This design comes from an exercise in tuning for small area on the open sky130 flow, not from production work. The RTL was checked by simulation tests, not by an equivalence proof against the original design.

==> flow/design.v <==
module g_a2111oi_0(input A1, input A2, input B1, input C1, input D1, output Y);
    assign Y = (~A1&~B1&~C1&~D1) | (~A2&~B1&~C1&~D1);
endmodule
module g_a21o_1(input A1, input A2, input B1, output X);
    assign X = (A1&A2) | (B1);
endmodule
module g_a21oi_1(input A1, input A2, input B1, output Y);
    assign Y = (~A1&~B1) | (~A2&~B1);
endmodule
module g_nand2_1(input A, input B, output Y);
    assign Y = (~A) | (~B);
endmodule
module g_nor2_1(input A, input B, output Y);
    assign Y = (~A&~B);
endmodule
module g_o21ai_0(input A1, input A2, input B1, output Y);
    assign Y = (~A1&~A2) | (~B1);
endmodule
module g_o22ai_1(input A1, input A2, input B1, input B2, output Y);
    assign Y = (~B1&~B2) | (~A1&~A2);
endmodule
module life_rule(input a0, input a1, input a2, input pL, input mL, input s0, input load, input d0, output nq0);
    wire new_n8, new_n9, new_n10, new_n11, new_n12, new_n13, new_n14, alive_nl;
    g_a21oi_1 g0(.A1(a1), .A2(mL), .B1(a2), .Y(new_n8));
    g_o22ai_1 g1(.A1(a0), .A2(pL), .B1(a1), .B2(mL), .Y(new_n9));
    g_nand2_1 g2(.A(a0), .B(pL), .Y(new_n10));
    g_o21ai_0 g3(.A1(a1), .A2(mL), .B1(a2), .Y(new_n11));
    g_o21ai_0 g4(.A1(s0), .A2(new_n10), .B1(new_n11), .Y(new_n12));
    g_nor2_1 g5(.A(a0), .B(pL), .Y(new_n13));
    g_a21oi_1 g6(.A1(new_n13), .A2(s0), .B1(new_n8), .Y(new_n14));
    g_a2111oi_0 g7(.A1(new_n8), .A2(new_n9), .B1(new_n12), .C1(new_n14), .D1(load), .Y(alive_nl));
    g_a21o_1 g8(.A1(load), .A2(d0), .B1(alive_nl), .X(nq0));
endmodule
module fa3(input a, input b, input c, output s, output co);
    assign s = a ^ b ^ c;
    assign co = (a & b) | (a & c) | (b & c);
endmodule
module ha2(input a, input b, output s, output co);
    assign s = a ^ b;
    assign co = a & b;
endmodule
module pairsum(input x0, input x1, input y0, input y1, output a0, output a1, output a2);
    wire c;
    ha2 h(.a(x0), .b(y0), .s(a0), .co(c));
    fa3 f(.a(x1), .b(y1), .c(c), .s(a1), .co(a2));
endmodule
module top_module(
    input clk,
    input load,
    input [255:0] data,
    output reg [255:0] q );
    wire [255:0] vp, vm, nxt;
    wire [127:0] a0, a1, a2;
    genvar i, j;
    generate
        for (i = 0; i < 16; i = i + 1) begin : row
            for (j = 0; j < 16; j = j + 1) begin : col
                fa3 vs(.a(q[((i+15)%16)*16 + j]), .b(q[i*16 + j]), .c(q[((i+1)%16)*16 + j]),
                       .s(vp[i*16+j]), .co(vm[i*16+j]));
            end
            for (j = 0; j < 16; j = j + 2) begin : pr
                pairsum ps(.x0(vp[i*16+j]), .x1(vm[i*16+j]), .y0(vp[i*16+j+1]), .y1(vm[i*16+j+1]),
                           .a0(a0[i*8+j/2]), .a1(a1[i*8+j/2]), .a2(a2[i*8+j/2]));
                life_rule re(.a0(a0[i*8+j/2]), .a1(a1[i*8+j/2]), .a2(a2[i*8+j/2]),
                             .pL(vp[i*16+(j+15)%16]), .mL(vm[i*16+(j+15)%16]),
                             .s0(q[i*16+j]), .load(load), .d0(data[i*16+j]), .nq0(nxt[i*16+j]));
                life_rule ro(.a0(a0[i*8+j/2]), .a1(a1[i*8+j/2]), .a2(a2[i*8+j/2]),
                             .pL(vp[i*16+(j+2)%16]), .mL(vm[i*16+(j+2)%16]),
                             .s0(q[i*16+j+1]), .load(load), .d0(data[i*16+j+1]), .nq0(nxt[i*16+j+1]));
            end
        end
    endgenerate
    always @(posedge clk)
        q <= nxt;
endmodule
clock: 5.0 ns
lec_check: 0
cap_margin: 0
core_margin: 2
core_utilization: 55
slew_margin: 0
synth_hierarchical: 1
standard.sh (not shown) runs the stock make flow with config.mk's settings and CLKGATE_MAP_FILE= SYNTH_SCRIPT=/design/flow/synth_recipe.tcl, a recipe that flattens the netlist after the stock synthesis.
==> flow/flow/run.sh <==
#!/bin/bash
# The standard layout (standard.sh) with two changes:
#  - after synthesis every logic cell is given the smallest drive strength of
#    its family (flow/downsize.tcl); the resizer upsizes later where needed;
#  - the port buffers that global placement inserts use buf_1.
# Each tool's output goes to the ORFS logs; make's output to standard.log.
set -e
export POST_SYNTH_TCL=$PWD/flow/downsize.tcl
export BUFFER_PORTS_ARGS="-buffer_cell sky130_fd_sc_hd__buf_1"
export CTS_ARGS="-sink_clustering_enable -repair_clock_nets -sink_clustering_size 24 -sink_clustering_max_diameter 110 -buf_list {sky130_fd_sc_hd__clkbuf_16} -root_buf sky130_fd_sc_hd__clkbuf_16 -tree_buf sky130_fd_sc_hd__clkbuf_16 -sink_clustering_buffer sky130_fd_sc_hd__clkbuf_16"
bash standard.sh > standard.log 2>&1
==> flow/flow/downsize.tcl <==
# After synthesis: give every logic cell the smallest drive strength of its
# family (same function, e.g. a21oi_2 -> a21oi_1).  Flip-flops are left alone.
# Later resizer steps still upsize wherever timing, slew or capacitance needs it.
set db [ord::get_db]
set block [[$db getChip] getBlock]
set swapped 0
foreach inst [$block getInsts] {
  set m [$inst getMaster]
  set name [$m getName]
  if {![regexp {^(sky130_fd_sc_hd__[a-z0-9]+)_([0-9]+)$} $name -> base size]} { continue }
  if {[regexp {__(df|sdf|edf|dl|conb|tap|fill|decap|clk)} $base]} { continue }
  set best $m
  set barea [expr {[$m getWidth] * [$m getHeight]}]
  foreach s {0 1 2} {
    set c [$db findMaster "${base}_$s"]
    if {$c eq "NULL" || $c eq ""} { continue }
    set a [expr {[$c getWidth] * [$c getHeight]}]
    if {$a < $barea} { set best $c; set barea $a }
  }
  if {$best ne $m} {
    $inst swapMaster $best
    incr swapped
  }
}
puts "downsize: swapped $swapped instances to smaller drive strengths"
Edit:
--- a/flow/design.v
+++ b/flow/design.v
@@ -14,24 +14,23 @@
     assign Y = (~A&~B);
 endmodule
 module g_o21ai_0(input A1, input A2, input B1, output Y);
     assign Y = (~A1&~A2) | (~B1);
 endmodule
-module g_o22ai_1(input A1, input A2, input B1, input B2, output Y);
-    assign Y = (~B1&~B2) | (~A1&~A2);
+module g_xor2_1(input A, input B, output X);
+    assign X = (A&~B) | (~A&B);
 endmodule
 module life_rule(input a0, input a1, input a2, input pL, input mL, input s0, input load, input d0, output nq0);
-    wire new_n8, new_n9, new_n10, new_n11, new_n12, new_n13, new_n14, alive_nl;
-    g_a21oi_1 g0(.A1(a1), .A2(mL), .B1(a2), .Y(new_n8));
-    g_o22ai_1 g1(.A1(a0), .A2(pL), .B1(a1), .B2(mL), .Y(new_n9));
-    g_nand2_1 g2(.A(a0), .B(pL), .Y(new_n10));
-    g_o21ai_0 g3(.A1(a1), .A2(mL), .B1(a2), .Y(new_n11));
-    g_o21ai_0 g4(.A1(s0), .A2(new_n10), .B1(new_n11), .Y(new_n12));
-    g_nor2_1 g5(.A(a0), .B(pL), .Y(new_n13));
-    g_a21oi_1 g6(.A1(new_n13), .A2(s0), .B1(new_n8), .Y(new_n14));
-    g_a2111oi_0 g7(.A1(new_n8), .A2(new_n9), .B1(new_n12), .C1(new_n14), .D1(load), .Y(alive_nl));
-    g_a21o_1 g8(.A1(load), .A2(d0), .B1(alive_nl), .X(nq0));
+    wire x1, lz, l2n, h3n, t12, t14, alive_nl;
+    g_xor2_1 g0(.A(a1), .B(mL), .X(x1));
+    g_nor2_1 g1(.A(a0), .B(pL), .Y(lz));
+    g_nand2_1 g2(.A(a0), .B(pL), .Y(l2n));
+    g_o21ai_0 g3(.A1(a1), .A2(mL), .B1(a2), .Y(h3n));
+    g_o21ai_0 g4(.A1(s0), .A2(l2n), .B1(h3n), .Y(t12));
+    g_a21oi_1 g5(.A1(lz), .A2(s0), .B1(x1), .Y(t14));
+    g_a2111oi_0 g6(.A1(x1), .A2(lz), .B1(t12), .C1(t14), .D1(load), .Y(alive_nl));
+    g_a21o_1 g7(.A1(load), .A2(d0), .B1(alive_nl), .X(nq0));
 endmodule
 module fa3(input a, input b, input c, output s, output co);
     assign s = a ^ b ^ c;
     assign co = (a & b) | (a & c) | (b & c);
 endmodule
After rerunning:
- The changed run passed the timing, DRC and antenna checks
- wire length goes down by 7.1%
- worst hold slack improves by 0.014 ns
- register-to-register slack got worse by 0.08 ns
- final area drops by 2.1%
- setup slack gets worse by 0.076 ns

## re-timing with driven ports
The flow's constraints put no driver on any port. The routed layouts listed below were extracted and timed again, unchanged, in two steps.
Step 1 assumes that a clkbuf_16 drives the clock port and a buf_2 every other input.
Step 2, shift: input delay + t, output delay - t, t = (earliest + latest rising clock arrival at the registers) / 2. This alone moves slack from input paths to output paths.
Slacks: ideal / step 1 / step 2; pairs: ideal / step 1.
run	t, ns	setup slack, ns	worst register clock-pin slew, ns	worst data-port slew with drivers (ns)
the first run	0.610	1.836 / 1.836 / 1.836	0.12 / 0.12	0.12
the second run	0.607	1.761 / 1.761 / 1.761	0.11 / 0.11	0.13
After both steps setup and hold are still met in every run listed.
